From an optimization exercise on the open Yosys and OpenROAD flow, aimed at small area, a short achievable clock period and few clock cycles; shortcuts taken in it are not production practice. The RTL was checked by simulation tests, not by an equivalence proof against the original design.

==> flow/design.v (outline; a module is shown in full before it is edited, if it fits) <==
// module mycpu_top: 1137 lines
// module cpu_axi_interface: 187 lines
// module alu: 37 lines
// module reg_file: 19 lines
// module multiplier: 23 lines
// module divider: 65 lines
module mycpu_top(
       input [5:0] ext_int,   
       input aclk,
       input aresetn,    
       output  [3:0] arid,
       output  [31:0] araddr,
       output  [ 7:0] arlen,       
       output  [ 2:0] arsize,
       output  [ 1:0] arburst,     
       output  [ 1:0] arlock,      
       output  [ 3:0] arcache,     
       output  [ 2:0] arprot,      
       output         arvalid,     
       input          arready,     
       input   [ 3:0] rid,         
       input   [31:0] rdata,
       input   [ 1:0] rresp,       
       input          rlast,       
       input          rvalid,      
       output         rready,      
       output  [ 3:0] awid,        
       output  [31:0] awaddr,
       output  [ 7:0] awlen,       
       output  [ 2:0] awsize,
       output  [ 1:0] awburst,     
       output  [ 1:0] awlock,      
       output  [ 3:0] awcache,     
       output  [ 2:0] awprot,      
       output         awvalid,     
       input          awready,     
       output  [ 3:0] wid,         
       output  [31:0] wdata,
       output  [ 3:0] wstrb,
       output         wlast,       
       output         wvalid,      
       input          wready,      
       input   [ 3:0] bid,         
       input   [ 1:0] bresp,       
       input          bvalid,      
       output         bready,      
       output [31:0] debug_wb_pc,
       output [3:0] debug_wb_rf_wen,
       output [4:0] debug_wb_rf_wnum,
       output [31:0] debug_wb_rf_wdata
);
  // ...
==> flow/run.sh <==
#!/bin/bash
# synth_recipe.tcl (not shown) runs the flow's synth.tcl, then flattens the netlist and writes it again
# the make line also repeats each setting of config.mk as NAME=value (left out here)
make -C /OpenROAD-flow-scripts/flow DESIGN_CONFIG=/design/flow/config.mk WORK_HOME=/design/flow/orfs CLKGATE_MAP_FILE= SYNTH_SCRIPT=/design/flow/synth_recipe.tcl finish
==> flow/config.mk <==
export PLATFORM = sky130hd
export DESIGN_NAME = mycpu_top
export DESIGN_NICKNAME = mycpu_top
export VERILOG_FILES = /design/flow/design.v
export SDC_FILE = /design/flow/constraint.sdc
export NUM_CORES = 4
export LEC_CHECK = 0
export ABC_CLOCK_PERIOD_IN_PS = 9000
export CAP_MARGIN = 40
export CORE_MARGIN = 2
export CORE_UTILIZATION = 40
export SETUP_SLACK_MARGIN = 5
export SLEW_MARGIN = 30
==> flow/constraint.sdc <==
create_clock -name core_clock -period 15.0 [get_ports {aclk}]
set_input_delay 3.0000 -clock core_clock [delete_from_list [all_inputs] [get_ports {aclk}]]
set_output_delay 3.0000 -clock core_clock [all_outputs]
set_load 0.01 [all_outputs]
==> reports/metrics.cfg, run 1 <==
[outcome]
outcome = complete, no violations

[floorplan]
start_util = 0.402

[route]
route.antenna.remaining_nets = 0
highest_layer = met5
drt_first_pass_iters = 9

[final_layout]
clkbuf_count = 360
area_growth_pct = 15.5
seqCellArea_sq_um = 69300
seq_cells = 2381
finalNonFillerCells = 21300
multi_input_area_share = 0.471
clock_cell_area_share = 0.0505
nNonClkBuffers = 1184

[clocking]
clk_latency_ns = 0.97
cts_tree = yes

[worst_setup_path]
cp_num_buf_inv = 4
worst-path-stages = 28
critPathSlowestCell = nor4_4

[yosys]
synth_top_cell_by_area = edfxtp_1
yosys-top-cells-area = edfxtp_1 37%, mux4_2 7.7%, fa_1 6.7%
syn_area_per_cell_sq_um = 10.7

[timing]
skew_ns = 0.0622
setup_viol = 0
hold_ws_ns = 0.410
rsz0062_at_grt = true

[place]
place_area_sq_um = 175000
routabilityCongestion = 1.11

[job]
drv_cap = 0

[grt]
busiest_layer = met2
track_usage = 0.439
grt_start_max_net_pins = 177

Testbench counts, summed over its fixed seeds: cycles 213,787.
==> module alu, before the edit <==
module alu(
	input [32 - 1:0] A,
	input [32 - 1:0] B,
	input [3:0] ALUop,
	output Overflow,
	output CarryOut,
	output Zero,
	output [32 - 1:0] Result
);
	wire c_and = (ALUop == 4'b0000);
	wire c_or  = (ALUop == 4'b0001);
	wire c_add = (ALUop == 4'b0010);
	wire c_sub = (ALUop == 4'b0110);
	wire c_slt = (ALUop == 4'b0111);
	wire c_sll = (ALUop == 4'b0011);
	wire c_sra = (ALUop == 4'b0100);
	wire c_srl = (ALUop == 4'b0101);
	wire c_xor = (ALUop == 4'b1000);
	wire        sub = ~c_add;
	wire [32:0] sum = {1'b0, A} + {1'b0, sub ? ~B : B} + {32'd0, sub};
	wire        less = (A[31] ^ B[31]) ? A[31] : sum[31];
	wire [31:0] shift_l = B << A[4:0];
	wire [31:0] shift_r_logical = B >> A[4:0];
	wire [31:0] shift_r = shift_r_logical | ((B[31]) ? ~(32'hffffffff >> A[4:0]) : 32'd0);
	assign Result = ({32{c_and}} & (A & B)) |
	                ({32{c_or}}  & (A | B)) |
	                ({32{c_add | c_sub}} & sum[31:0]) |
	                ({32{c_slt}} & {31'b0, less}) |
	                ({32{c_sll}} & shift_l) |
	                ({32{c_sra}} & shift_r) |
	                ({32{c_srl}} & shift_r_logical) |
	                ({32{c_xor}} & (A ^ B));
	assign CarryOut = (c_add & sum[32]) | (c_sub & ~sum[32]);
	wire ovf = (A[31] == (B[31] ^ sub)) & (sum[31] != A[31]);
	assign Overflow = (c_add | c_sub) & ovf;
	assign Zero = (Result == 0);
endmodule
==> module multiplier, before the edit <==
module multiplier(
    input mul_clk,
    input resetn,
    input mul_signed,
    input first,
    input second,
    input [31:0]x,
    input [31:0]y,
    output [63:0]result
    );
    wire signed [32:0] xs = {mul_signed & x[31], x};
    wire signed [16:0] ys = first ? {1'b0, y[15:0]} : {mul_signed & y[31], y[31:16]};
    wire signed [49:0] m  = xs * ys;
    reg [49:0] p1;
    reg [63:0] r;
    always @(posedge mul_clk) begin
        if (first)
            p1 <= m;
        if (second)
            r <= {{{14{p1[49]}}, p1[49:16]} + m[47:0], p1[15:0]};
    end
    assign result = r;
endmodule
==> module divider, before the edit <==
module divider(
    input div_clk,
    input resetn,
    input div,
    input div_signed,
    input [31:0]x,
    input [31:0]y,
    output [31:0]s,
    output [31:0]r,
    output complete
    );
    reg [5:0]count;
    always @(posedge div_clk or negedge resetn)
    begin
        if(~resetn)
            count <= 6'd0;
        else if(~div)
            count <= 6'd0;
        else if(count  == 6'd33)
            count <= 6'd0;
        else
            count <= count + 1;
    end
    wire s_is_minus;
    assign s_is_minus = (div_signed & (x[31] ^ y[31]));
    wire r_is_minus;
    assign r_is_minus = div_signed & x[31];
    wire [31:0] dividend_pos;
    wire [63:0] first_next;
    wire [32:0] divider;
    wire [32:0] first_sum;
    assign dividend_pos = (div_signed & x[31])? ~x+1'b1 : x;
    assign divider[32] = 1'b0;
    assign divider[31:0] = (div_signed & y[31])? ~y+1'b1 : y;
    assign first_sum = {31'd0, dividend_pos[31]} + ~divider + 1'b1;
    assign first_next = (first_sum[32])? {31'd0, dividend_pos, 1'b0}:
                                         {first_sum[31:0], dividend_pos[30:0], 1'b1};
    wire [32:0] sum;
    wire [63:0] dividend_next;
    reg [63:0] dividend;
    assign sum = dividend[63:31] + ~divider + 1'b1;
    assign dividend_next = (sum[32])? {dividend[62:0], 1'b0}:
                                      {sum[31:0], dividend[30:0], 1'b1};
    always @(posedge div_clk)
    begin
        if(count == 6'd0)
            dividend <= first_next;
        else
           dividend <= dividend_next;
    end
    reg [63:0]result;
    always @(posedge div_clk or negedge resetn)
    begin
        if(~resetn)
            result <= 64'd0;
        else if(count == 6'd32)
        begin
            result[31:0] <= (s_is_minus)? ~dividend[31:0] + 1'b1 : dividend[31:0];
            result[63:32] <= (r_is_minus)? ~dividend[63:32] + 1'b1 : dividend[63:32];
        end
    end
    assign complete = (count == 6'd33);
    assign r = result[63:32];
    assign s = result[31:0];
endmodule
==> inputs of run 2 (changes only) <==
--- a/flow/design.v
+++ b/flow/design.v
@@ -88,21 +88,19 @@
 wire regWrite, regWrite_ex, regWrite_mem, regWrite_wb;
 wire Overflow;
 reg [31:0] LO, HI;        
 wire [31:0] LO_forward, HI_forward;  
 wire [63:0]mul_result;    
 wire [63:0]div_result;    
 wire [31:0] ALU_result;   
 wire [31:0] ALUOut_ex;    
-reg [1:0] align;          
 wire [31:0] read_data10, read_data20;
 wire [31:0] read_data1, read_data2;
 wire[31:0]               cp0_data_id;
-wire CarryOut;
 wire [4:0] write_register_id;
 wire is_mul_id,  is_div_id, is_mfc0_id, is_mtc0_id;
 wire is_eret_id;
 wire RegWrite_id;
 wire div_done;
 reg mul_done;
 wire fetch_HILO;
 wire [31:0]IR_ID;
@@ -124,32 +122,28 @@
 wire [5:0]                  i1,               i1_ex,               i1_mem,               i1_wb;
 wire                        cancel_id,        cancel_ex,           cancel_mem,           cancel_wb;
 wire                        cancel_id_self,   cancel_ex_self,      cancel_mem_self,      cancel_wb_self;
 reg                         cancel_id_reg,    cancel_ex_reg,       cancel_mem_reg,       cancel_wb_reg;
 reg                         cancel_id_self_r, cancel_ex_self_r,    cancel_mem_self_r,    cancel_wb_self_r;
 wire                        cancel_id_wire,   cancel_ex_wire,      cancel_mem_wire,      cancel_wb_wire;
 wire                        cancel_id_self_w, cancel_ex_self_w,    cancel_mem_self_w,    cancel_wb_self_w;
 reg                                           exc_block_ex,        exc_block_mem,        exc_block_wb;
-reg[31:0]                                     cp0_data_ex;
 wire[31:0]                                    write_data_ex,       write_data_mem,       write_data_wb;
 reg                                           RegWrite_ex,         RegWrite_mem,         RegWrite_wb;
 reg                                           is_eret_ex,          is_eret_mem,          is_eret_wb;
 reg                                           is_mfc0_ex,          is_mfc0_mem,          is_mfc0_wb;
 reg                                           is_mtc0_ex,          is_mtc0_mem,          is_mtc0_wb;
 reg                                           is_div_ex,           is_div_mem,           is_div_wb;
 reg                                           is_mul_ex,           is_mul_mem,           is_mul_wb;
 reg [4:0]                                     write_register_ex,   write_register_mem,   write_register_wb;
 reg [31:0]                                    IR_EX,               IR_MEM,               IR_WB;
-reg [31:0]                                    read_data1_ex,       read_data1_mem,       read_data1_wb;
-reg [31:0]                                    read_data2_ex,       read_data2_mem,       read_data2_wb;
-reg                                                                CarryOut_mem,         CarryOut_wb;
-reg [31:0]                                                         ALUOut_mem,           ALUOut_wb;
-reg [63:0]                                                                               mul_result_wb;
-reg [31:0]                                                                              Read_data_wb;
+reg [31:0]                                    read_data1_ex;
+reg [31:0]                                    read_data2_ex,       read_data2_mem;
+reg [31:0]                                                         ALUOut_mem,           ALUOut_wb;   
 assign WB_done = 1'b1;
 assign MEM_done = (~MemRead_mem  | (data_data_ok & (MEM_state == 2'd2))) &
                   (~MemWrite_mem | (write_state==2'd2 && data_data_ok));
 assign EX_done = (is_div_ex)? div_done:
                  (is_mul_ex)? mul_done:1'b1;
 assign ID_done = ~((EX_valid & MemRead_ex) & (write_register_ex==IR_ID[25:21]||write_register_ex==IR_ID[20:16])) &
                  ~((MEM_valid & MemRead_mem) & (write_register_mem==IR_ID[25:21]||write_register_mem==IR_ID[20:16])) &
                  ~((EX_valid & is_mul_ex) & fetch_HILO);
@@ -186,16 +180,17 @@
                      (EX_ready_go)? ~cancel_mem_wire:
                      (MEM_ready_go)? 1'b0:MEM_valid;
         WB_valid <= (~cancel_wb_self_w & cancel_wb_wire)? 1'b0:
                     ((cancel_wb_self_w & ~WB_ready_go) | exc_block_wb)? 1'b1:
                     (MEM_ready_go)? ~cancel_wb_wire:
                     (WB_ready_go)? 1'b0:WB_valid;
     end
 end    
+wire [2:0] MemtoReg_m = control_mem[9:7];   
 reg [31:0] PC_exc_fi_reg;
 always @(posedge clk)
 begin
     if(FI_ready_go)
     begin
         PC_ID <= PC_reg;
         Delay_id <= Delay_fi;
     end
@@ -211,33 +206,30 @@
         read_data1_ex <= read_data1;
         read_data2_ex <= read_data2;
 		write_register_ex <= write_register_id;
 		is_mul_ex <= is_mul_id;
 		is_div_ex <= is_div_id;
 		is_mfc0_ex <= is_mfc0_id;
 		is_mtc0_ex <= is_mtc0_id;
 		is_eret_ex <= is_eret_id;
-		cp0_data_ex <= cp0_data_id;
 		RegWrite_ex <= RegWrite_id;
 	end
 end
 always @(posedge clk)
 begin
     if(EX_ready_go)
 	begin
         PC_MEM <= PC_EX;
         Delay_mem <= Delay_ex;
         inst_addr_error_mem <= (PC_reg[1:0] != 2'b00);   
         IR_MEM <= IR_EX;
         control_mem <= control_ex;
-        read_data1_mem <= read_data1_ex;
         read_data2_mem <= read_data2_ex;
-        ALUOut_mem <= (is_mfc0_ex)? cp0_data_ex : ALUOut_ex;   
-        CarryOut_mem <= CarryOut;
+        ALUOut_mem <= ALUOut_ex;
 		write_register_mem <= write_register_ex;
 		is_mul_mem <= is_mul_ex;
         is_div_mem <= is_div_ex;
         is_mfc0_mem <= is_mfc0_ex;
         is_mtc0_mem <= is_mtc0_ex;
         is_eret_mem <= is_eret_ex;
 		RegWrite_mem <= RegWrite_ex;
 	end
@@ -246,30 +238,24 @@
 begin
     if(MEM_ready_go)
 	begin
         PC_WB <= PC_MEM;
         Delay_wb <= Delay_mem;
         inst_addr_error_wb <= inst_addr_error_mem;
         IR_WB <= IR_MEM;
         control_wb <= control_mem;
-        read_data1_wb <= read_data1_mem;
-        read_data2_wb <= read_data2_mem;
-        align <= ALUOut_mem[1:0];
-        ALUOut_wb <= ALUOut_mem;
-        mul_result_wb <= mul_result;
-        CarryOut_wb <= CarryOut_mem;
 		write_register_wb <= write_register_mem;
 		is_mul_wb <= is_mul_mem;
 		is_div_wb <= is_div_mem;
         is_mfc0_wb <= is_mfc0_mem;
         is_mtc0_wb <= is_mtc0_mem;
         is_eret_wb <= is_eret_mem;
 		RegWrite_wb <= RegWrite_mem;
-		Read_data_wb <= Read_data;
+		ALUOut_wb <= (MemtoReg_m==3'b001||MemtoReg_m==3'b101||MemtoReg_m==3'b110||MemtoReg_m==3'b111)? Load_mem : ALUOut_mem;
 	end
 end
 wire [3:0]Write_strb;
 wire [3:0]true_wstrb;
 wire [3:0]false_wstrb;
 assign true_wstrb = Write_strb;
 assign wstrb = true_wstrb;
 wire [31:0] Write_data;
@@ -635,66 +621,118 @@
         if(ID_done==1'b0&&ID_block==1'b0)
         begin
             IR_ID_block <= inst_rdata;
         end
     end
     assign fetch_HILO=(RegDst==2'b01&&(i1==6'b010000||i1==6'b010010));                   
     assign HI_forward=(is_div_ex)? div_result[63:32]:
                       (RegDst_ex==2'b01&&i1_ex==6'b010001)? read_data1_ex:   
-                      (RegDst_mem==2'b01&&i1_mem==6'b010001)? read_data1_mem:   
+                      (RegDst_mem==2'b01&&i1_mem==6'b010001)? ALUOut_mem:   
                       (is_div_mem)? div_result[63:32]:
                       (is_mul_mem)? mul_result[63:32]:
-                      (RegDst_wb==2'b01&&i1_wb==6'b010001)? read_data1_wb:   
+                      (RegDst_wb==2'b01&&i1_wb==6'b010001)? ALUOut_wb:   
                       (is_div_wb)? div_result[63:32]:
-                      (is_mul_wb)? mul_result_wb[63:32]:
+                      (is_mul_wb)? mul_result[63:32]:
                       HI;
     assign LO_forward=(is_div_ex)? div_result[31:0]:
                       (RegDst_ex==2'b01&&i1_ex==6'b010011)? read_data1_ex:   
-                      (RegDst_mem==2'b01&&i1_mem==6'b010011)? read_data1_mem:   
+                      (RegDst_mem==2'b01&&i1_mem==6'b010011)? ALUOut_mem:   
                       (is_div_mem)? div_result[31:0]:
                       (is_mul_mem)? mul_result[31:0]:
-                      (RegDst_wb==2'b01&&i1_wb==6'b010011)? read_data1_wb:   
+                      (RegDst_wb==2'b01&&i1_wb==6'b010011)? ALUOut_wb:   
                       (is_div_wb)? div_result[31:0]:
-                      (is_mul_wb)? mul_result_wb[31:0]:
+                      (is_mul_wb)? mul_result[31:0]:
                       LO;
-    assign write_data_ex=(RegDst_ex==2'b01&&i1_ex==6'b001001)? PC_EX+8:               
-                         (RegDst_ex==2'b01&&i1_ex==6'b001011)? read_data1_ex:         
-                         (RegDst_ex==2'b01&&i1_ex==6'b101011)? {31'b0,CarryOut}:      
-                         (RegDst_ex==2'b01&&i1_ex==6'b010000)? HI_forward:            
+    assign write_data_ex=(RegDst_ex==2'b01&&i1_ex==6'b010000)? HI_forward:            
                          (RegDst_ex==2'b01&&i1_ex==6'b010010)? LO_forward:            
-                         (is_mfc0_ex)? cp0_data_ex:                                   
-                         (IR_EX[31:26]==6'b000001&&IR_EX[20:16]==5'b10001)? PC_EX+8:  
-                         (IR_EX[31:26]==6'b000001&&IR_EX[20:16]==5'b10000)? PC_EX+8:  
-                         (MemtoReg_ex==3'b000)? ALUOut_ex:                            
-                         (MemtoReg_ex==3'b010)? PC_EX+8:                              
-                         (MemtoReg_ex==3'b100)? {31'b0,CarryOut}:                     
-                         (MemtoReg_ex==3'b011)? {IR_EX[15:0],16'b0}:                  
-                          0;
-    assign write_data_mem=(RegDst_mem==2'b01&&i1_mem==6'b001001)? PC_MEM+8:              
-                          (RegDst_mem==2'b01&&i1_mem==6'b001011)? read_data1_mem:        
-                          (RegDst_mem==2'b01&&i1_mem==6'b101011)? {31'b0,CarryOut_mem}:  
-                          (RegDst_mem==2'b01&&i1_mem==6'b010000)? HI_forward:            
+                         (MemtoReg_ex==3'b001||MemtoReg_ex==3'b101||MemtoReg_ex==3'b110||MemtoReg_ex==3'b111)? 32'd0:
+                         ALUOut_ex;
+    assign write_data_mem=(RegDst_mem==2'b01&&i1_mem==6'b010000)? HI_forward:            
                           (RegDst_mem==2'b01&&i1_mem==6'b010010)? LO_forward:            
-                          (is_mfc0_mem)? ALUOut_mem:                                     
-                          (IR_MEM[31:26]==6'b000001&&IR_MEM[20:16]==5'b10001)? PC_MEM+8: 
-                          (IR_MEM[31:26]==6'b000001&&IR_MEM[20:16]==5'b10000)? PC_MEM+8: 
-                          (MemtoReg_mem==3'b000)? ALUOut_mem:                            
-                          (MemtoReg_mem==3'b010)? PC_MEM+8:                              
-                          (MemtoReg_mem==3'b100)? {31'b0,CarryOut_mem}:                  
-                          (MemtoReg_mem==3'b011)? {IR_MEM[15:0],16'b0}:                  
-                           0;
+                          (MemtoReg_mem==3'b001||MemtoReg_mem==3'b101||MemtoReg_mem==3'b110||MemtoReg_mem==3'b111)? 32'd0:
+                          ALUOut_mem;
    assign read_data1 = (EX_valid & RegWrite_ex & (write_register_ex==IR_ID[25:21]))? write_data_ex:
                        (MEM_valid & RegWrite_mem & (write_register_mem==IR_ID[25:21]))? write_data_mem:
                        (WB_valid & RegWrite_wb & (write_register_wb==IR_ID[25:21]))? write_data_wb:
                        read_data10;
    assign read_data2 = (EX_valid & RegWrite_ex & (write_register_ex==IR_ID[20:16]))? write_data_ex:
                        (MEM_valid & RegWrite_mem & (write_register_mem==IR_ID[20:16]))? write_data_mem:
                        (WB_valid & RegWrite_wb & (write_register_wb==IR_ID[20:16]))? write_data_wb:
                        read_data20;
+    wire [1:0] RegDst_u   = control_id[13:12];
+    wire [2:0] ALUOp_u    = control_id[6:4];
+    wire [1:0] ALUSrc_u   = control_id[2:1];
+	wire [3:0]alf;
+	assign alf=(i1==6'b100001)? 4'b0010:   
+	           (i1==6'b100000)? 4'b0010:   
+		       (i1==6'b100101)? 4'b0001:   
+			   (i1==6'b101010)? 4'b0111:   
+			   (i1==6'b100011)? 4'b0110:   
+			   (i1==6'b100010)? 4'b0110:   
+			   (i1==6'b001000)? 4'b0001:   
+			   (i1==6'b000000)? 4'b0011:   
+			   (i1==6'b100100)? 4'b0000:   
+			   (i1==6'b001001)? 4'b0001:   
+			   (i1==6'b001010)? 4'b0001:   
+			   (i1==6'b100111)? 4'b0001:   
+			   (i1==6'b000100)? 4'b0011:   
+			   (i1==6'b101011)? 4'b0110:   
+			   (i1==6'b000011)? 4'b0100:   
+			   (i1==6'b000111)? 4'b0100:   
+			   (i1==6'b000010)? 4'b0101:   
+			   (i1==6'b000110)? 4'b0101:   
+			   (i1==6'b100110)? 4'b1000:   
+		       4'b0000;                     
+	wire [3:0] ALU_control;
+	assign ALU_control=(ALUOp_u==3'b000)? 4'b0010:   
+		               (ALUOp_u==3'b011)? 4'b0111:   
+					   (ALUOp_u==3'b100)? 4'b0110:   
+					   (ALUOp_u==3'b101)? 4'b0000:   
+					   (ALUOp_u==3'b110)? 4'b0001:   
+					   (ALUOp_u==3'b111)? 4'b1000:   
+		               (ALUOp_u==3'b001)? 4'b0110:   
+					   alf;                          
+    wire [31:0] alu_op1;
+	assign alu_op1=(RegDst_u==2'b01&&(i1==6'b000000||i1==6'b000011||i1==6'b000010))? {27'b0,IR_ID[10:6]}:   
+		           read_data1;
+	wire [31:0] alu_op2;
+	assign alu_op2=(ALUSrc_u==2'b01)? {{16{IR_ID[15]}},IR_ID[15:0]}:
+		           (ALUSrc_u==2'b10)? {16'b0,IR_ID[15:0]}:
+				   read_data2;
+	wire Zero, Overflow_id, CarryOut_id;
+	alu alu0(.A(alu_op1),
+		     .B(alu_op2),
+			 .ALUop(ALU_control),
+             .Overflow(Overflow_id),
+			 .CarryOut(CarryOut_id),
+			 .Zero(Zero),
+			 .Result(ALU_result));
+    wire [2:0]  MemtoReg_u = control_id[9:7];
+    wire [31:0] PC_ID_8 = PC_ID + 8;
+    wire [31:0] ALUOut_id = (RegDst_u==2'b01&&i1==6'b100111)? ~ALU_result : ALU_result;   
+    wire [31:0] res_id = (RegDst_u==2'b01&&i1==6'b001001)? PC_ID_8:               
+                         (RegDst_u==2'b01&&(i1==6'b001011||i1==6'b010001||i1==6'b010011))? read_data1:   
+                         (RegDst_u==2'b01&&i1==6'b101011)? {31'b0,CarryOut_id}:   
+                         (is_mfc0_id)? cp0_data_id:                                
+                         (i==6'b000001&&(i_20_16==5'b10001||i_20_16==5'b10000))? PC_ID_8:   
+                         (MemtoReg_u==3'b010)? PC_ID_8:                            
+                         (MemtoReg_u==3'b100)? {31'b0,CarryOut_id}:                
+                         (MemtoReg_u==3'b011)? {IR_ID[15:0],16'b0}:                
+                         ALUOut_id;
+    reg [31:0] ALUOut_exr;
+    reg        Overflow_exr;
+    always @(posedge clk)
+    begin
+        if(ID_ready_go)
+        begin
+            ALUOut_exr   <= res_id;
+            Overflow_exr <= Overflow_id;
+        end
+    end
 wire[31:0] cp0_status;
 wire cp0_status_bev;
 assign cp0_status_bev = 1'b1;
 assign cp0_status = {9'd0, cp0_status_bev, 6'd0, cp0_status_im, 6'd0, cp0_status_exl, cp0_status_ie};
 always @(posedge clk or negedge resetn)
 begin
     if(~resetn)
         cp0_status_im <= 8'd0;
@@ -949,160 +987,101 @@
             Delay_fi_reg <= 1'b0;
     end
 	assign PC_exc_fi = (jump | (Branch==1'b1) | jump_reg)? PC_ID : PC_reg;
 	assign Delay_fi_wire = (jump | (Branch==1'b1) | jump_reg);
 	assign Delay_fi = Delay_fi_reg | Delay_fi_wire;
     assign i1_wb = IR_WB[5:0];
 	wire [5:0]i_wb;
 	assign i_wb = IR_WB[31:26];
+	wire [1:0] align = ALUOut_mem[1:0];
 	wire [7:0] Read_data_bit;
 	wire [15:0] Read_data_half;
-	assign Read_data_bit=(align==2'b00)? Read_data_wb[7:0]:     
-		                 (align==2'b01)? Read_data_wb[15:8]:
-						 (align==2'b10)? Read_data_wb[23:16]:
-						 (align==2'b11)? Read_data_wb[31:24]:
-						 0;
-	assign Read_data_half=(align[1]==1'b0)? Read_data_wb[15:0]:      
-		                  (align[1]==1'b1)? Read_data_wb[31:16]:
-						  0;
+	assign Read_data_bit=(align==2'b00)? Read_data[7:0]:
+		                 (align==2'b01)? Read_data[15:8]:
+						 (align==2'b10)? Read_data[23:16]:
+						 Read_data[31:24];
+	assign Read_data_half=(align[1]==1'b0)? Read_data[15:0]: Read_data[31:16];
 	wire [31:0] RB_extend;
-	assign RB_extend[31:0]=(i_wb==6'b100000)? {{24{Read_data_bit[7]}},Read_data_bit[7:0]}:  
-		                   (i_wb==6'b100100)? {24'b0,Read_data_bit[7:0]}:                 
+	assign RB_extend[31:0]=(i_mem==6'b100000)? {{24{Read_data_bit[7]}},Read_data_bit[7:0]}:  
+		                   (i_mem==6'b100100)? {24'b0,Read_data_bit[7:0]}:                 
 						   0;
 	wire [31:0] RH_extend;
-	assign RH_extend[31:0]=(i_wb==6'b100001)? {{16{Read_data_half[15]}},Read_data_half[15:0]}:  
-		                   (i_wb==6'b100101)? {16'b0,Read_data_half[15:0]}:                   
+	assign RH_extend[31:0]=(i_mem==6'b100001)? {{16{Read_data_half[15]}},Read_data_half[15:0]}:  
+		                   (i_mem==6'b100101)? {16'b0,Read_data_half[15:0]}:                   
 						   0;
-	wire [31:0] word_left;                                                       
-	assign word_left=(align==2'b00)? {Read_data_wb[7:0],read_data2_wb[23:0]}:       
-		             (align==2'b01)? {Read_data_wb[15:0],read_data2_wb[15:0]}:      
-					 (align==2'b10)? {Read_data_wb[23:0],read_data2_wb[7:0]}:       
-					 (align==2'b11)? Read_data_wb:                               
-					 0;
-	wire [31:0] word_right;                                                         
-	assign word_right=(align==2'b00)? Read_data_wb:                                 
-		              (align==2'b01)? {read_data2_wb[31:24],Read_data_wb[31:8]}:    
-					  (align==2'b10)? {read_data2_wb[31:16],Read_data_wb[31:16]}:   
-					  (align==2'b11)? {read_data2_wb[31:8],Read_data_wb[31:24]}:    
-					  0;
+	wire [31:0] word_left;
+	assign word_left=(align==2'b00)? {Read_data[7:0],read_data2_mem[23:0]}:
+		             (align==2'b01)? {Read_data[15:0],read_data2_mem[15:0]}:
+					 (align==2'b10)? {Read_data[23:0],read_data2_mem[7:0]}:
+					 Read_data;
+	wire [31:0] word_right;
+	assign word_right=(align==2'b00)? Read_data:
+		              (align==2'b01)? {read_data2_mem[31:24],Read_data[31:8]}:
+					  (align==2'b10)? {read_data2_mem[31:16],Read_data[31:16]}:
+					  {read_data2_mem[31:8],Read_data[31:24]};
 	wire [31:0] LW_lr;
-	assign LW_lr=(i_wb==6'b100010)? word_left:
-		         (i_wb==6'b100110)? word_right:
+	assign LW_lr=(i_mem==6'b100010)? word_left:
+		         (i_mem==6'b100110)? word_right:
 				 0;
-	wire [31:0] not_ALUOut_wb; assign not_ALUOut_wb=~ALUOut_wb;
-	assign write_data_wb=(MemtoReg_wb==3'b001)? Read_data_wb:                         
-   					     (RegDst_wb==2'b01&&i1_wb==6'b001001)? PC_WB+8:               
-					     (RegDst_wb==2'b01&&i1_wb==6'b001011)? read_data1_wb:         
-					     (RegDst_wb==2'b01&&i1_wb==6'b101011)? {31'b0,CarryOut_wb}:   
-					     (RegDst_wb==2'b01&&i1_wb==6'b010000)? HI:                    
+	wire [31:0] Load_mem = (MemtoReg_m==3'b001)? Read_data:
+	                       (MemtoReg_m==3'b101)? RB_extend:
+	                       (MemtoReg_m==3'b110)? RH_extend:
+	                       (MemtoReg_m==3'b111)? LW_lr:
+	                       32'd0;
+	assign write_data_wb=(RegDst_wb==2'b01&&i1_wb==6'b010000)? HI:                    
 					     (RegDst_wb==2'b01&&i1_wb==6'b010010)? LO:                    
-                         (is_mfc0_wb)? ALUOut_wb:                                     
-					     (IR_WB[31:26]==6'b000001&&IR_WB[20:16]==5'b10001)? PC_WB+8:  
-                         (IR_WB[31:26]==6'b000001&&IR_WB[20:16]==5'b10000)? PC_WB+8:  
-		                 (MemtoReg_wb==3'b000)? ALUOut_wb:                            
-					     (MemtoReg_wb==3'b010)? PC_WB+8:                              
-					     (MemtoReg_wb==3'b100)? {31'b0,CarryOut_wb}:                  
-					     (MemtoReg_wb==3'b011)? {IR_WB[15:0],16'b0}:                  
-					     (MemtoReg_wb==3'b101)? RB_extend:                            
-					     (MemtoReg_wb==3'b110)? RH_extend:                            
-					     (MemtoReg_wb==3'b111)? LW_lr:                                
-					     0;
+					     ALUOut_wb;
 	reg_file Registers(.clk(clk),.rst(~resetn),
 		               .waddr(write_register_wb),
 					   .raddr1(IR_ID[25:21]),
 		               .raddr2(IR_ID[20:16]),
 		               .wen(RegWrite_wb & WB_valid),
 					   .wdata(write_data_wb),
 					   .rdata1(read_data10),
 					   .rdata2(read_data20));
    wire write_HI;
    wire write_LO;
    assign write_HI = (RegDst_wb==2'b01&&i1_wb==6'b010001);
    assign write_LO = (RegDst_wb==2'b01&&i1_wb==6'b010011);
    always @(posedge clk)
    begin
     if(is_mul_wb)
-        HI <= mul_result_wb[63:32];
+        HI <= mul_result[63:32];
     else if(is_div_wb)
         HI <= div_result[63:32];
     else if(write_HI)
-        HI <= read_data1_wb;
+        HI <= ALUOut_wb;
    end
    always @(posedge clk)
    begin
     if(is_mul_wb)
-        LO <= mul_result_wb[31:0];
+        LO <= mul_result[31:0];
     else if(is_div_wb)
         LO <= div_result[31:0];
     else if(write_LO)
-        LO <= read_data1_wb;
+        LO <= ALUOut_wb;
    end
-    wire [31:0] alu_op1;
     assign i1_ex=IR_EX[5:0];
-	wire [3:0]alf;
-	assign alf=(i1_ex==6'b100001)? 4'b0010:   
-	           (i1_ex==6'b100000)? 4'b0010:   
-		       (i1_ex==6'b100101)? 4'b0001:   
-			   (i1_ex==6'b101010)? 4'b0111:   
-			   (i1_ex==6'b100011)? 4'b0110:   
-			   (i1_ex==6'b100010)? 4'b0110:   
-			   (i1_ex==6'b001000)? 4'b0001:   
-			   (i1_ex==6'b000000)? 4'b0011:   
-			   (i1_ex==6'b100100)? 4'b0000:   
-			   (i1_ex==6'b001001)? 4'b0001:   
-			   (i1_ex==6'b001010)? 4'b0001:   
-			   (i1_ex==6'b100111)? 4'b0001:   
-			   (i1_ex==6'b000100)? 4'b0011:   
-			   (i1_ex==6'b101011)? 4'b0110:   
-			   (i1_ex==6'b000011)? 4'b0100:   
-			   (i1_ex==6'b000111)? 4'b0100:   
-			   (i1_ex==6'b000010)? 4'b0101:   
-			   (i1_ex==6'b000110)? 4'b0101:   
-			   (i1_ex==6'b100110)? 4'b1000:   
-		       4'b0000;                     
-	wire [3:0] ALU_control;
-	assign ALU_control=(ALUOp_ex==3'b000)? 4'b0010:   
-		               (ALUOp_ex==3'b011)? 4'b0111:   
-					   (ALUOp_ex==3'b100)? 4'b0110:   
-					   (ALUOp_ex==3'b101)? 4'b0000:   
-					   (ALUOp_ex==3'b110)? 4'b0001:   
-					   (ALUOp_ex==3'b111)? 4'b1000:   
-		               (ALUOp_ex==3'b001)? 4'b0110:   
-					   (ALUOp_ex==3'b010)? alf:       
-					   3'b010;
-	assign alu_op1=(RegDst_ex==2'b01&&i1_ex==6'b000000)? {27'b0,IR_EX[10:6]}:   
-		           (RegDst_ex==2'b01&&i1_ex==6'b000011)? {27'b0,IR_EX[10:6]}:   
-				   (RegDst_ex==2'b01&&i1_ex==6'b000010)? {27'b0,IR_EX[10:6]}:   
-		           read_data1_ex;      
-	wire [31:0] alu_op2;
-	wire [31:0] sign_extend;
-	wire [15:0] sign;
-	wire [31:0] zero_extend;
-	assign sign={16{IR_EX[15]}};
-	assign sign_extend={sign,IR_EX[15:0]};   
-	assign zero_extend={16'b0,IR_EX[15:0]};  
-	assign alu_op2=(ALUSrc_ex==2'b01)? sign_extend:
-		           (ALUSrc_ex==2'b10)? zero_extend:
-				   read_data2_ex;   
-   assign ALUOut_ex=(RegDst_ex==2'b01&&i1_ex==6'b100111)? ~ALU_result:   
-                     ALU_result;
-	wire Zero;
-	alu alu0(.A(alu_op1),
-		     .B(alu_op2),
-			 .ALUop(ALU_control),
-             .Overflow(Overflow),
-			 .CarryOut(CarryOut),
-			 .Zero(Zero),
-			 .Result(ALU_result));
+	assign ALUOut_ex = ALUOut_exr;
+	assign Overflow  = Overflow_exr;
 	wire mul_signed = is_mul_ex & ~IR_EX[0];
+	reg [16:0] mul_ysel;
+	always @(posedge clk)
+	begin
+	    if(ID_ready_go)
+	        mul_ysel <= {1'b0, read_data2[15:0]};
+	    else
+	        mul_ysel <= {mul_signed & read_data2_ex[31], read_data2_ex[31:16]};
+	end
 	multiplier mul(.mul_clk(clk),
 				   .resetn(resetn),
 				   .mul_signed(mul_signed),
 				   .first(is_mul_ex & ~mul_done),
+				   .ysel(mul_ysel),
 				   .second(is_mul_ex & mul_done),
 				   .x(read_data1_ex),
 				   .y(read_data2_ex),
 				   .result(mul_result));
     wire div_signed = is_div_ex & ~IR_EX[0];
     divider div(.div_clk(clk),
                 .resetn(resetn),
                 .div(is_div_ex),
@@ -1339,17 +1318,18 @@
 	wire c_add = (ALUop == 4'b0010);
 	wire c_sub = (ALUop == 4'b0110);
 	wire c_slt = (ALUop == 4'b0111);
 	wire c_sll = (ALUop == 4'b0011);
 	wire c_sra = (ALUop == 4'b0100);
 	wire c_srl = (ALUop == 4'b0101);
 	wire c_xor = (ALUop == 4'b1000);
 	wire        sub = ~c_add;
-	wire [32:0] sum = {1'b0, A} + {1'b0, sub ? ~B : B} + {32'd0, sub};
+	wire [32:0] sum;
+	ks_add #(.W(32), .L(5)) adder(.a(A), .b(sub ? ~B : B), .cin(sub), .sum(sum[31:0]), .cout(sum[32]));
 	wire        less = (A[31] ^ B[31]) ? A[31] : sum[31];
 	wire [31:0] shift_l = B << A[4:0];
 	wire [31:0] shift_r_logical = B >> A[4:0];
 	wire [31:0] shift_r = shift_r_logical | ((B[31]) ? ~(32'hffffffff >> A[4:0]) : 32'd0);
 	assign Result = ({32{c_and}} & (A & B)) |
 	                ({32{c_or}}  & (A | B)) |
 	                ({32{c_add | c_sub}} & sum[31:0]) |
 	                ({32{c_slt}} & {31'b0, less}) |
@@ -1357,16 +1337,44 @@
 	                ({32{c_sra}} & shift_r) |
 	                ({32{c_srl}} & shift_r_logical) |
 	                ({32{c_xor}} & (A ^ B));
 	assign CarryOut = (c_add & sum[32]) | (c_sub & ~sum[32]);
 	wire ovf = (A[31] == (B[31] ^ sub)) & (sum[31] != A[31]);
 	assign Overflow = (c_add | c_sub) & ovf;
 	assign Zero = (Result == 0);
 endmodule
+module ks_add #(parameter W = 32, parameter L = 5) (   
+	input  [W-1:0] a,
+	input  [W-1:0] b,
+	input          cin,
+	output [W-1:0] sum,
+	output         cout
+);
+	wire [W-1:0] g [0:L];
+	wire [W-1:0] p [0:L];
+	assign g[0] = (a & b) | {{(W-1){1'b0}}, (a[0] ^ b[0]) & cin};
+	assign p[0] = a ^ b;
+	genvar l, k;
+	generate
+		for (l = 0; l < L; l = l + 1) begin : lvl
+			for (k = 0; k < W; k = k + 1) begin : bt
+				if (k >= (1 << l)) begin : cb
+					assign g[l+1][k] = g[l][k] | (p[l][k] & g[l][k-(1<<l)]);
+					assign p[l+1][k] = p[l][k] & p[l][k-(1<<l)];
+				end else begin : ps
+					assign g[l+1][k] = g[l][k];
+					assign p[l+1][k] = p[l][k];
+				end
+			end
+		end
+	endgenerate
+	assign sum  = p[0] ^ {g[L][W-2:0], cin};
+	assign cout = g[L][W-1];
+endmodule
 `timescale 1ns / 1ps
 module reg_file(
 	input clk,
 	input rst,
 	input [5 - 1:0] waddr,
 	input [5 - 1:0] raddr1,
 	input [5 - 1:0] raddr2,
 	input wen,
@@ -1383,31 +1391,70 @@
 	assign rdata2=(raddr2==5'b0)? 32'b0 : register[raddr2];
 endmodule
 `timescale 1ns / 1ps
 module multiplier(
     input mul_clk,
     input resetn,
     input mul_signed,
     input first,
+    input [16:0] ysel,    
     input second,
     input [31:0]x,
     input [31:0]y,
     output [63:0]result
     );
-    wire signed [32:0] xs = {mul_signed & x[31], x};
-    wire signed [16:0] ys = first ? {1'b0, y[15:0]} : {mul_signed & y[31], y[31:16]};
-    wire signed [49:0] m  = xs * ys;
+    function [99:0] csa;
+        input [49:0] a, b, c;
+        begin
+            csa[49:0]  = a ^ b ^ c;
+            csa[99:50] = {(a[48:0] & b[48:0]) | (a[48:0] & c[48:0]) | (b[48:0] & c[48:0]), 1'b0};
+        end
+    endfunction
     reg [49:0] p1;
     reg [63:0] r;
+    wire [32:0] xs = {mul_signed & x[31], x};
+    wire [16:0] ys = ysel;
+    wire [49:0] row [0:18];
+    genvar i;
+    generate
+        for (i = 0; i < 16; i = i + 1) begin : pp
+            wire [32:0] w = ys[i] ? xs : 33'd0;
+            assign row[i] = {17'd0, w ^ 33'h100000000} << i;
+        end
+    endgenerate
+    wire [32:0] w16 = ys[16] ? ~xs : {33{1'b1}};
+    assign row[16] = {17'd0, w16 ^ 33'h100000000} << 16;
+    assign row[17] = 50'h2000100010000;
+    assign row[18] = second ? {{16{p1[49]}}, p1[49:16]} : 50'd0;
+    wire [99:0] a0 = csa(row[0],  row[1],  row[2]);
+    wire [99:0] a1 = csa(row[3],  row[4],  row[5]);
+    wire [99:0] a2 = csa(row[6],  row[7],  row[8]);
+    wire [99:0] a3 = csa(row[9],  row[10], row[11]);
+    wire [99:0] a4 = csa(row[12], row[13], row[14]);
+    wire [99:0] a5 = csa(row[15], row[16], row[17]);
+    wire [99:0] b0 = csa(a0[49:0], a0[99:50], a1[49:0]);
+    wire [99:0] b1 = csa(a1[99:50], a2[49:0], a2[99:50]);
+    wire [99:0] b2 = csa(a3[49:0], a3[99:50], a4[49:0]);
+    wire [99:0] b3 = csa(a4[99:50], a5[49:0], a5[99:50]);
+    wire [99:0] c0 = csa(b0[49:0], b0[99:50], b1[49:0]);
+    wire [99:0] c1 = csa(b1[99:50], b2[49:0], b2[99:50]);
+    wire [99:0] c2 = csa(b3[49:0], b3[99:50], row[18]);
+    wire [99:0] d0 = csa(c0[49:0], c0[99:50], c1[49:0]);
+    wire [99:0] d1 = csa(c1[99:50], c2[49:0], c2[99:50]);
+    wire [99:0] e0 = csa(d0[49:0], d0[99:50], d1[49:0]);
+    wire [99:0] f0 = csa(e0[49:0], e0[99:50], d1[99:50]);
+    wire [49:0] m;
+    wire        m_co;
+    ks_add #(.W(50), .L(6)) fin(.a(f0[49:0]), .b(f0[99:50]), .cin(1'b0), .sum(m), .cout(m_co));
     always @(posedge mul_clk) begin
         if (first)
             p1 <= m;
         if (second)
-            r <= {{{14{p1[49]}}, p1[49:16]} + m[47:0], p1[15:0]};
+            r <= {m[47:0], p1[15:0]};
     end
     assign result = r;
 endmodule
 `timescale 1ns / 1ps
 module divider(
     input div_clk,
     input resetn,
     input div,
@@ -1429,30 +1476,34 @@
             count <= 6'd0;
         else
             count <= count + 1;
     end
     wire s_is_minus;
     assign s_is_minus = (div_signed & (x[31] ^ y[31]));
     wire r_is_minus;
     assign r_is_minus = div_signed & x[31];
+    wire x_minus = div_signed & x[31];
+    wire y_minus = div_signed & y[31];
     wire [31:0] dividend_pos;
     wire [63:0] first_next;
-    wire [32:0] divider;
+    wire [32:0] neg_divider = {1'b1, y_minus ? y : ~y};
     wire [32:0] first_sum;
-    assign dividend_pos = (div_signed & x[31])? ~x+1'b1 : x;
-    assign divider[32] = 1'b0;
-    assign divider[31:0] = (div_signed & y[31])? ~y+1'b1 : y;
-    assign first_sum = {31'd0, dividend_pos[31]} + ~divider + 1'b1;
+    wire        first_co, sum_co;
+    assign dividend_pos = x_minus ? ~x+1'b1 : x;
+    wire   dividend_pos31 = x_minus ? (x[30:0] == 31'd0) : x[31];
+    ks_add #(.W(33), .L(6)) first_add(.a({32'd0, dividend_pos31}), .b(neg_divider), .cin(~y_minus),
+                               .sum(first_sum), .cout(first_co));
     assign first_next = (first_sum[32])? {31'd0, dividend_pos, 1'b0}:
                                          {first_sum[31:0], dividend_pos[30:0], 1'b1};
     wire [32:0] sum;
     wire [63:0] dividend_next;
     reg [63:0] dividend;
-    assign sum = dividend[63:31] + ~divider + 1'b1;
+    ks_add #(.W(33), .L(6)) step_add(.a(dividend[63:31]), .b(neg_divider), .cin(~y_minus),
+                              .sum(sum), .cout(sum_co));
     assign dividend_next = (sum[32])? {dividend[62:0], 1'b0}:
                                       {sum[31:0], dividend[30:0], 1'b1};
     always @(posedge div_clk)
     begin
         if(count == 6'd0)
             dividend <= first_next;
         else
            dividend <= dividend_next;
==> flow/config.mk (replaced) <==
export PLATFORM = sky130hd
export DESIGN_NAME = mycpu_top
export DESIGN_NICKNAME = mycpu_top
export VERILOG_FILES = /design/flow/design.v
export SDC_FILE = /design/flow/constraint.sdc
export NUM_CORES = 4
export LEC_CHECK = 0
export CAP_MARGIN = 40
export CORE_MARGIN = 2
export CORE_UTILIZATION = 40
export SETUP_SLACK_MARGIN = 5
export SLEW_MARGIN = 30
==> run 2 against run 1 <==
Against the previous run:
- synthesized area fell by 10%
- final cell count fell by 14%
- wire length fell by 31%
- synthesized cell count fell by 13%
- register-to-register slack improved by 0.67 ns
- core utilization fell by 1.5 points
- sequential cell count fell by 235
- sequential share of layout area rose by 1.1 points
- critical path type unchanged
- clock skew rose by 0.058 ns
==> reports/metrics.cfg, run 2 <==
[clocking]
clock_path_buffers = 4
cts_tree = yes
cts.repair.resized = 0
cts_sinks = 2146
htreeDepth = 4
cts.clk_slew.worst_paths_ns = 0.06
cts_root_buf = clkbuf_16
postCtsSetupBuffers = 0
cts_buffers = 234
ctsHoldBuffers = 0
clk_latency_ns = 0.98  ; about the same

[place]
dp_hpwl_mm = 452
routabilityCongestion = 1.10  ; -1.1%
place_area_sq_um = 155000  ; -12%
dp_cells = 17800
dp_slack_ns = 5.10
io_buffers = 220

[yosys]
synth_top_family_by_area = multiplexers
syn_area_per_cell_sq_um = 11.0  ; +3.3%
async_flop_share = 0.155
yosys-top-cells-area = edfxtp_1 36%, mux4_2 8.6%, fa_1 7.1%
yosysTopAreaCellShare = 0.356
synth_edf_count = 1728
synthMuxAreaShare = 0.140
synth.cell_area_sq_um = 146000
yosysWarnings = 8
synth_cell_types = 120
synth_xor_area_frac = 0.0343
synthCells = 13200
synth_compound_area_frac = 0.128
synth.top_cells.by_count = 1728 x edfxtp_1, 1326 x nand2_1, 795 x inv_1, 790 x nor2_1, 767 x a21oi_1
ys_ff_latch = 2146
ys.flop_type = edfxtp_1
synth.most_common_cell = edfxtp_1
ys_seq_area_frac = 0.425
yosys.area_share.simple = 0.119
synthAdderAreaFrac = 0.101
synth_top_cell_by_area = edfxtp_1

[floorplan]
fp.dieArea_sq_um = 369000
coreArea_sq_um = 363000
start_util = 0.402  ; -0.000459
die_w_um = 608
die_h_um = 608
std_cell_rows = 221
ios = 293

[timing]
finalMaxSlewViolations = 0
rsz0062_at_grt = false
fmax_ghz = 0.104
layout_min_cycle_time_ns = 9.58
hold_viol = 0
worstMarginPinSlew_ns = 1.16
skew_ns = 0.120  ; +0.0580 ns
fin_ws_ns = 5.42
fin_crit_sh = 0.639
tns_ns = 0
setup_viol = 0  ; unchanged
slew-limit-headroom = 0.225

[job]
drv_cap = 0  ; unchanged

[grt]
antenna_found_initial = 43
track_usage = 0.335  ; -0.104
grt_start_max_net_pins = 163  ; -7.9%
grt_pass1_wl_mm = 879
grt_overflow = 0
grt_pass1_vias = 111000

[min_path]
hold_path_class = flop to flop
hold_depth = 0

[route]
num_vias = 120000
drt_first_pass_iters = 8  ; -1
via_per_inst = 6.57
drc_errors = 0
drt_iter0_drc = 20100
route.antenna.remaining_nets = 0  ; unchanged
route.detailed.wl_per_inst_um = 34.7
routed_wl_mm = 636

[worst_setup_path]
worstPathArrival_ns = 10.29
cp-end-kind = flop
cp_num_buf_inv = 3  ; -1
crit_path_max_fanout = 35
critPathTopFamily = compound AO/OA/AOI/OAI gates
crit_path_start_kind = flop
crit_top_cell = a21oi_1
worst-path-stages = 29  ; +3.6%
reg2reg_depth = 29
required_ns = 15.71
cpPeakStageDelay_ns = 0.73
critPathSlowestCell = dfrtp_1
critPathKind = flop to flop

[final_layout]
area_growth_pct = 11.8
largest_reg_flops = 992
top_register = Registers.register
finalInstanceArea_sq_um = 163000
finalNonFillerCells = 18300  ; -14%
final_common_cell = edfxtp_1
drive_gt1_frac = 0.151
final_net_count = 14200
layout_common_cells = 1728 x edfxtp_1, 1318 x nand2_1, 788 x inv_1

[outcome]
outcome = complete, no violations

[run 2: cell types whose count changed after synthesis, moves of 70 or more]
cell and delta:
nand2_1 -387, nor3_1 -100, a21oi_1 -138, nand3_1 -71, clkbuf_1 -70, nor2b_1 -131, nor2_1 -266, xnor2_1 -85
edfxtp_1 -252, and2_1 +309, o21ai_0 -232
[run 2: path summary, 6_finish.rpt]
kind / startpoint / to / slack [ns]
setup reg to reg: WB_valid / ALUOut_exr[0] / 5.42
hold / removal: mul.p1[8] / mul.r[8] / 0.42
hold reg to reg: mul.p1[8] / mul.r[8] / 0.42
min in group asynchronous: aresetn / u_axi_ifc.written_handshake / 2.08
max in group asynchronous: aresetn / div.result[12] / 10.89
setup / recovery: WB_valid / ALUOut_exr[0] / 5.42
[run 2: final cells by class]
type	count	area, sq um
timing repair buffer	788	6980
tap	4794	6000
antenna	69	173
inverter	805	3040
sequential	2146	62000
clock buffer	288	6270
multi-input combinational	9320	77000
clock inverter	137	1520
fill	33600	200000
[run 2: worst reg2reg max path: cells and delay by family (launching register included)]
kind / cells / cell delay [ns]
muxes: 2 / 0.40
buffers and inverters: 3 / 1.40
xor gates and xnor gates: 1 / 0.20
DFF: 1 / 0.73
AOI/OAI and AO/OA: 14 / 4.02
and+or+nand+nor: 8 / 2.30
adders and majority gates: 1 / 0.35
[run 2: logic make-up (layout without fill, tap and decap cells)]
logic type               Yosys count  after routing
buffers and inverters           1817           2018
adder cells (fa/ha/maj)          866            866
XOR/XNOR                         571            571
multiplexers                    1273           1273
flip-flops                      2146           2146
AO/OA/AOI/OAI                   2902           2902
other                              2            122
AND/OR/NAND/NOR                 3655           3655
[run 2: per-layer routing]
metal,track usage,vias to the layer above,share of wire
met4,0.193,20,0.072
met2,0.469,9084,0.41
met5,0,-,0.00051
met1,0.441,60500,0.38
met3,0.125,1986,0.14
li1,-,48900,-
[run 2: stage by stage]
stage | util | hold slack, ns
global placement | 0.425 | 0.400
global route | 0.449 | 0.407
finish | 0.450 | 0.416
detailed placement | 0.426 | 0.405
CTS | 0.448 | 0.401
floorplan | - | 0.400
Testbench counts of run 2, summed over its fixed seeds: cycles 213,787.
==> inputs of run 3 (changes only) <==
==> flow/flow/run.sh (new file) <==
#!/bin/bash
# The standard layout (the standard.sh: standard synthesis, floorplan, place, CTS, route),
# with ORFS's timing repair aiming for more setup slack than config.mk may ask for. The clock,
# its period and the constraints are the standard flow's, unchanged.
set -euo pipefail
bash standard.sh SETUP_SLACK_MARGIN=9 finish > standard.log 2>&1
==> flow/standard.sh (new file) <==
#!/bin/bash
# synth_recipe.tcl (not shown) runs the flow's synth.tcl, then flattens the netlist and writes it again
# the make line also repeats each setting of config.mk as NAME=value (left out here)
make -C /OpenROAD-flow-scripts/flow DESIGN_CONFIG=/design/flow/config.mk WORK_HOME=/design/flow/orfs CLKGATE_MAP_FILE= SYNTH_SCRIPT=/design/flow/synth_recipe.tcl "${@:-finish}"
--- a/flow/config.mk
+++ b/flow/config.mk
@@ -8,5 +8,4 @@
 export CAP_MARGIN = 40
 export CORE_MARGIN = 2
 export CORE_UTILIZATION = 40
-export SETUP_SLACK_MARGIN = 5
 export SLEW_MARGIN = 30
removed: flow/run.sh
==> run 3 against run 2 <==
Against the previous run:
- still clean
- cell area rose by 9.7%
- sequential share of layout area shrank 3.4 points
- via count up 6.8%
- core utilization rose by 4.4 points
- synthesized cell count stayed put
- register-to-register slack improved by 2.2 ns
- sequential cell count unchanged
==> reports/metrics.cfg, run 3 <==
[clocking]
cts_sinks = 2146  ; unchanged
cts_root_buf = clkbuf_16
clk_latency_ns = 0.95  ; -0.03 ns
cts_buffers = 232  ; -0.85%
clock_path_buffers = 4  ; unchanged
cts.clk_slew.worst_paths_ns = 0.07  ; about the same
cts_tree = yes
ctsHoldBuffers = 0  ; unchanged
htreeDepth = 4  ; unchanged

[worst_setup_path]
crit_path_max_fanout = 8  ; -77%
reg2reg_depth = 26  ; -10%
required_ns = 15.60  ; -0.11 ns
cp-end-kind = flop
worstPathArrival_ns = 8.00  ; -2.29 ns
crit_path_start_kind = flop
reg2reg_slack_ns = 7.60  ; +2.19 ns
critPathKind = flop to flop

[floorplan]
ios = 293  ; unchanged
start_util = 0.402  ; unchanged
fp.dieArea_sq_um = 369000  ; unchanged
coreArea_sq_um = 363000  ; unchanged
die_h_um = 608  ; unchanged
std_cell_rows = 221  ; unchanged
die_w_um = 608  ; unchanged

[yosys]
async_flop_share = 0.155  ; unchanged
ys.flop_type = edfxtp_1
synth_top_cell_by_area = edfxtp_1
synthCells = 13200  ; unchanged
synth.cell_area_sq_um = 146000  ; unchanged
ys_ff_latch = 2146  ; unchanged
synth_cell_types = 120  ; unchanged
yosys-top-cells-area = edfxtp_1 36%, mux4_2 8.6%, fa_1 7.1%
yosysTopAreaCellShare = 0.356  ; unchanged
synth.top_cells.by_count = 1728 x edfxtp_1, 1326 x nand2_1, 795 x inv_1, 790 x nor2_1, 767 x a21oi_1
syn_area_per_cell_sq_um = 11.0  ; unchanged
synth.most_common_cell = edfxtp_1
synth_edf_count = 1728  ; unchanged
yosysWarnings = 8  ; unchanged
ys_seq_area_frac = 0.425  ; unchanged

[place]
routabilityCongestion = 1.07  ; -2.7%
dp_cells = 17800  ; -0.062%
io_buffers = 220  ; unchanged
dp_hpwl_mm = 451  ; about the same

[timing]
hold_viol = 0  ; unchanged
fin_crit_sh = 0.493  ; -0.146
worstMarginPinSlew_ns = 1.03  ; -0.134 ns
finalMaxSlewViolations = 0  ; unchanged
slew-limit-headroom = 0.314  ; +0.0891
hold_ws_ns = 0.412  ; -0.00372 ns
skew_ns = 0.0983  ; -0.0219 ns
setup_viol = 0  ; unchanged
fmax_ghz = 0.135  ; +30%
tns_ns = 0  ; unchanged
rsz0062_at_grt = true
layout_min_cycle_time_ns = 7.40  ; -2.19 ns

[grt]
grt_overflow = 0  ; unchanged
grt_start_max_net_pins = 81  ; -50%
grt_pass1_wl_mm = 945  ; +7.4%
grt_pass1_vias = 116000  ; +4.6%
track_usage = 0.363  ; +0.0286
antenna_found_initial = 93  ; +120%

[route]
wl_met1_mm = 250  ; +4.6%
drc_errors = 0  ; unchanged
dr_wl_met3_mm = 120  ; +30%
highest_layer = met5
route.detailed.wl_per_inst_um = 36.9  ; +6.5%
num_vias = 129000  ; +6.8%
wl_met2_mm = 275  ; +6.2%
route.antenna.remaining_nets = 0  ; unchanged
routed_wl_mm = 704  ; +11%
drt_first_pass_iters = 10  ; +2
via_per_inst = 6.74  ; +2.7%
drt_iter0_drc = 23700  ; +18%

[final_layout]
largest_reg_flops = 992  ; unchanged
finalNonFillerCells = 19100  ; +4.0%
top_register = Registers.register
layout_common_cells = 1728 x edfxtp_1, 1283 x nand2_1, 766 x inv_1
final_common_cell = edfxtp_1
final_net_count = 14900  ; +4.9%
fill_cells = 31800  ; -5.4%
area_growth_pct = 22.7
drive_gt1_frac = 0.240  ; +0.0896

[outcome]
outcome = complete, no violations

[min_path]
hold_path_class = flop to flop
hold_depth = 0  ; unchanged

[job]
drv_cap = 0  ; unchanged

[run 3: path summary, 6_finish.rpt]
| check | from | to |
|---|---|---|
| max in group asynchronous | aresetn | cp0_compare[1] |
| setup / recovery | WB_valid | ALUOut_exr[0] |
| setup reg to reg | WB_valid | ALUOut_exr[0] |
| hold / removal | PC_MEM[29] | PC_WB[29] |
| min in group asynchronous | aresetn | old_debug_pc[2] |
| hold reg to reg | PC_MEM[29] | PC_WB[29] |
[run 3: metal layers]
metal	vias up	GRT usage
met5	-	0.0137
met4	42	0.226
met3	2778	0.168
met2	11300	0.491
met1	64000	0.466
li1	50400	-
[run 3: logic make-up after synthesis]
family / Yosys count / synth area share
flip-flops: 2146 / 0.425
AND/OR/NAND/NOR: 3655 / 0.119
adder cells (fa/ha/maj): 866 / 0.101
XOR/XNOR: 571 / 0.0343
other: 2 / 0.0000515
AO/OA/AOI/OAI: 2902 / 0.128
buffers and inverters: 1817 / 0.0527
multiplexers: 1273 / 0.140
[run 3: critical path, stage by stage (launching register included)]
cell and delay [ns]:
dfrtp_2 0.47, nor4bb_4 0.41, buf_12 0.19, buf_16 0.14, buf_12 0.10, buf_4 0.19, nand4_1 0.12, o211ai_1 0.31
nand2_1 0.25, a311oi_4 0.53, o221ai_1 0.52, a31o_4 0.46, xnor2_1 0.16, ha_1 0.37, and3_4 0.24, nand3_4 0.12
a211o_4 0.37, a31oi_4 0.24, a31oi_4 0.13, nand2b_4 0.19, a21oi_4 0.18, nand4_1 0.10, and4b_2 0.27, o21ai_4 0.45
mux2i_1 0.27, nor4_1 0.07, a211o_1 0.25
[run 3: timing repair]
item                       in CTS  in global routing
setup endpoints to repair     496                273
resized for setup            1142                610
buffers inserted              371                240
pin swaps                     192                264
gates cloned                   92                 28
[run 3: cell type report]
cell class | count | area, sq um | share of cell area
flip-flops and latches | 2146 | 62100 | 0.347
diodes | 95 | 238 | 0.00133
clock inverters | 136 | 1760 | 0.00985
inverters | 805 | 3200 | 0.0179
clock buffers | 290 | 6180 | 0.0346
well taps | 4794 | 6000 | 0.0335
repair buffers | 1470 | 17400 | 0.0971
multi-input cells | 9334 | 82000 | 0.458
repair inverters | 4 | 37.5 | 0.000210
[run 3: per-stage QoR]
stage	cell area [sq um]	setup WS [ns]	util
global route	179000	7.48	0.493
global placement	154000	5.43	0.426
floorplan	147000	7.29	-
finish	179000	7.60	0.493
detailed placement	155000	5.77	0.428
CTS	173000	7.71	0.477
==> inputs of run 4 (changes only) <==
--- a/flow/config.mk
+++ b/flow/config.mk
@@ -5,7 +5,7 @@
 export SDC_FILE = /design/flow/constraint.sdc
 export NUM_CORES = 4
 export LEC_CHECK = 0
-export CAP_MARGIN = 40
+export CAP_MARGIN = 20
 export CORE_MARGIN = 2
 export CORE_UTILIZATION = 40
-export SLEW_MARGIN = 30
+export SLEW_MARGIN = 20
==> run 4 against run 3 <==
Against the previous run:
- clock skew is 0.0017 ns higher
- non-clock buffer count fell by 159
- synthesized area unchanged
- sequential cell count did not move
- die area is the same
- critical endpoint is now mul.r[63]
- still clean on timing, DRC and antenna
==> reports/metrics.cfg, run 4 <==
[clocking]
ctsHoldBuffers = 0  ; unchanged
cts_sinks = 2146  ; unchanged
clock_path_buffers = 4  ; unchanged
cts.clk_slew.worst_paths_ns = 0.07  ; about the same
cts_buffers = 234  ; +0.86%
cts_root_buf = clkbuf_16
cts_tree = yes
clk_latency_ns = 0.96  ; about the same
htreeDepth = 4  ; unchanged

[worst_setup_path]
cpPeakStageDelay_ns = 0.57  ; +0.04 ns
cp-startpoint = read_data1_ex[13]
crit_top_cell = fa_1
cp_num_buf_inv = 3  ; -1
required_ns = 15.63  ; +0.03 ns
crit_path_start_kind = flop
worstPathArrival_ns = 7.98  ; -0.02 ns
critPathSlowestCell = fa_2
critPathTopFamily = adder cells
crit_path_max_fanout = 9  ; +1
critPathKind = flop to flop
timing.rr.start = read_data1_ex[13]
cp-end-kind = flop

[route]
num_vias = 128000  ; -0.82%
route.antenna.remaining_nets = 0  ; unchanged
route.detailed.wl_per_inst_um = 37.3  ; +1.1%
routed_wl_mm = 706  ; +0.21%
drt_iter0_drc = 22900  ; -3.6%
drt_first_pass_iters = 12  ; +2
drc_errors = 0  ; unchanged
via_per_inst = 6.75  ; about the same

[floorplan]
coreArea_sq_um = 363000  ; unchanged
die_w_um = 608  ; unchanged
std_cell_rows = 221  ; unchanged
die_h_um = 608  ; unchanged
start_util = 0.402  ; unchanged
fp.dieArea_sq_um = 369000  ; unchanged
ios = 293  ; unchanged

[yosys]
synth.top_cells.by_count = 1728 x edfxtp_1, 1326 x nand2_1, 795 x inv_1, 790 x nor2_1, 767 x a21oi_1
synth_top_cell_by_area = edfxtp_1
synth_cell_types = 120  ; unchanged
synth_edf_count = 1728  ; unchanged
yosys-top-cells-area = edfxtp_1 36%, mux4_2 8.6%, fa_1 7.1%
syn_area_per_cell_sq_um = 11.0  ; unchanged
synth.most_common_cell = edfxtp_1
yosysTopAreaCellShare = 0.356  ; unchanged
yosysWarnings = 8  ; unchanged
async_flop_share = 0.155  ; unchanged
synth.cell_area_sq_um = 146000  ; unchanged
synthCells = 13200  ; unchanged
ys_ff_latch = 2146  ; unchanged
ys.flop_type = edfxtp_1
ys_seq_area_frac = 0.425  ; unchanged

[timing]
finalMaxSlewViolations = 0  ; unchanged
rsz0062_at_grt = true
setup_viol = 0  ; unchanged
slew-limit-headroom = 0.176  ; -0.138
fin_ws_ns = 7.64  ; +0.0383 ns
hold_viol = 0  ; unchanged
tns_ns = 0  ; unchanged
fin_crit_sh = 0.491  ; -0.00255
worstMarginPinSlew_ns = 1.23  ; +0.202 ns
layout_min_cycle_time_ns = 7.36  ; -0.0383 ns
fmax_ghz = 0.136  ; +0.52%
skew_ns = 0.100  ; +0.00165 ns

[place]
place_area_sq_um = 154000  ; -0.49%
io_buffers = 220  ; unchanged
routabilityCongestion = 1.07  ; unchanged
dp_hpwl_mm = 448  ; -0.68%
dp_slack_ns = 5.40  ; -0.368 ns

[final_layout]
area_growth_pct = 21.3
largest_reg_flops = 992  ; unchanged
final_net_count = 14800  ; -0.99%
final_common_cell = edfxtp_1
layout_common_cells = 1728 x edfxtp_1, 1280 x nand2_1, 770 x inv_1
top_register = Registers.register
drive_gt1_frac = 0.235  ; -0.00536
fin_util = 0.488  ; -0.00549
finalInstanceArea_sq_um = 177000  ; -1.1%

[grt]
grt_pass1_vias = 116000  ; -0.0069%
antenna_found_initial = 79  ; -15%
track_usage = 0.365  ; +0.00184
grt_start_max_net_pins = 129  ; +59%
grt_overflow = 0  ; unchanged
grt_pass1_wl_mm = 947  ; +0.26%

[outcome]
outcome = complete, no violations

[job]
drv_cap = 0  ; unchanged

[min_path]
hold_path_class = flop to flop
hold_start = PC_MEM[8]

## run 4: changes by cell type in the layout (fill, tap and decap cells not counted), moves of 11 or more
cell       delta
a21oi_2      +11
buf_12       -16
buf_16       -16
buf_4        -75
buf_6        -27
bufinv_16    -18
clkbuf_1     -16
clkinv_1     +12
diode_2      -23
## run 4: layer usage
layer	vias up	GRT usage	wire length, um
met3	2762	0.181	120000
li1	50100	-	-
met2	11000	0.491	276000
met5	-	0.0144	1590
met1	63700	0.461	250000
met4	64	0.230	58000
## run 4: worst register-to-register path, stage by stage (launching register included)
cell and delay [ns]:
edfxtp_1 0.47, buf_12 0.20, and2_1 0.21, fa_1 0.53, inv_1 0.05, fa_1 0.51, fa_1 0.46, fa_1 0.53
inv_2 0.05, fa_2 0.57, fa_1 0.47, ha_4 0.27, o21a_1 0.12, o21a_1 0.22, and3_4 0.19, a31o_4 0.24
o2111ai_4 0.24, a211oi_2 0.14, o31a_1 0.31, a311o_1 0.35, nand4_1 0.11, a31oi_1 0.11, a21o_1 0.24, a21o_1 0.17
a21oi_2 0.18, xnor2_2 0.10
## run 4: logic make-up after synthesis
kind of cell	Yosys count	synth area share
other	2	0.0000515
flip-flops	2146	0.425
XOR/XNOR	571	0.0343
AO/OA/AOI/OAI	2902	0.128
multiplexers	1273	0.140
AND/OR/NAND/NOR	3655	0.119
adder cells (fa/ha/maj)	866	0.101
buffers and inverters	1817	0.0527
## run 4: worst paths after layout
| kind | end | slack, ns | cells after the start |
|---|---|---|---|
| max | mul.r[63] | 7.64 | 25 |
| min | PC_WB[8] | 0.41 | 0 |
| max reg2reg | mul.r[63] | 7.64 | 25 |
| min reg2reg | PC_WB[8] | 0.41 | 0 |
| max in group asynchronous | cp0_count[24] | 10.17 | 4 |
| min in group asynchronous | old_debug_pc[1] | 2.05 | 1 |
## run 4: what timing repair did
action	4_1_cts	5_1_grt
cloned	99	22
buffers inserted	318	204
pin swaps	225	313
resized for setup	1162	580
endpoints found under the setup margin	586	312
## run 4: area by class of cell
cell class,instances,area (sq um)
fill,32100,186000
tap,4794,6000
sequential,2146,62100
multi-input combinational,9342,82300
timing repair buffer,1311,15500
antenna,72,180
timing repair inverter,5,36.3
clock inverter,145,1400
clock buffer,282,6260
inverter,805,3150
## run 4: stage by stage
stage	hold WS [ns]	std cells
6_report	0.415	18900
5_1_grt	0.426	18800
4_1_cts	0.418	18600
3_5_place_dp	0.405	17800
3_3_place_gp	0.400	17800
2_1_floorplan	0.400	13300

## afterwards: timing with drivers on the ports
The results above use ideal ports. As a check the final layouts listed here were re-extracted and re-timed, cells and wires unchanged. Step 1 assumes that a clkbuf_16 drives the clock port and a buf_2 every other input. Step 2, shift: input delay + t, output delay - t, t = (earliest + latest rising clock arrival at the registers) / 2. This alone moves slack from input paths to output paths. a / b / c = ideal ports / drivers / drivers and shift; a / b = the first two.
run	t (ns)	setup WS [ns]	clock arrival spread, ns	cell pins on the clock port's net
run 1	1.054	4.743 / 4.743 / 4.474	0.062 / 0.062	1
run 2	1.032	5.417 / 5.417 / 4.938	0.120 / 0.121	1
run 3	1.014	7.604 / 7.604 / 7.604	0.098 / 0.099	1
run 4	1.022	7.642 / 7.642 / 7.642	0.102 / 0.102	1
After both steps every run listed still meets setup and hold. The setup slack of run 2, which loses most, moves by 0.000 ns with the drivers and by -0.479 ns with both steps.
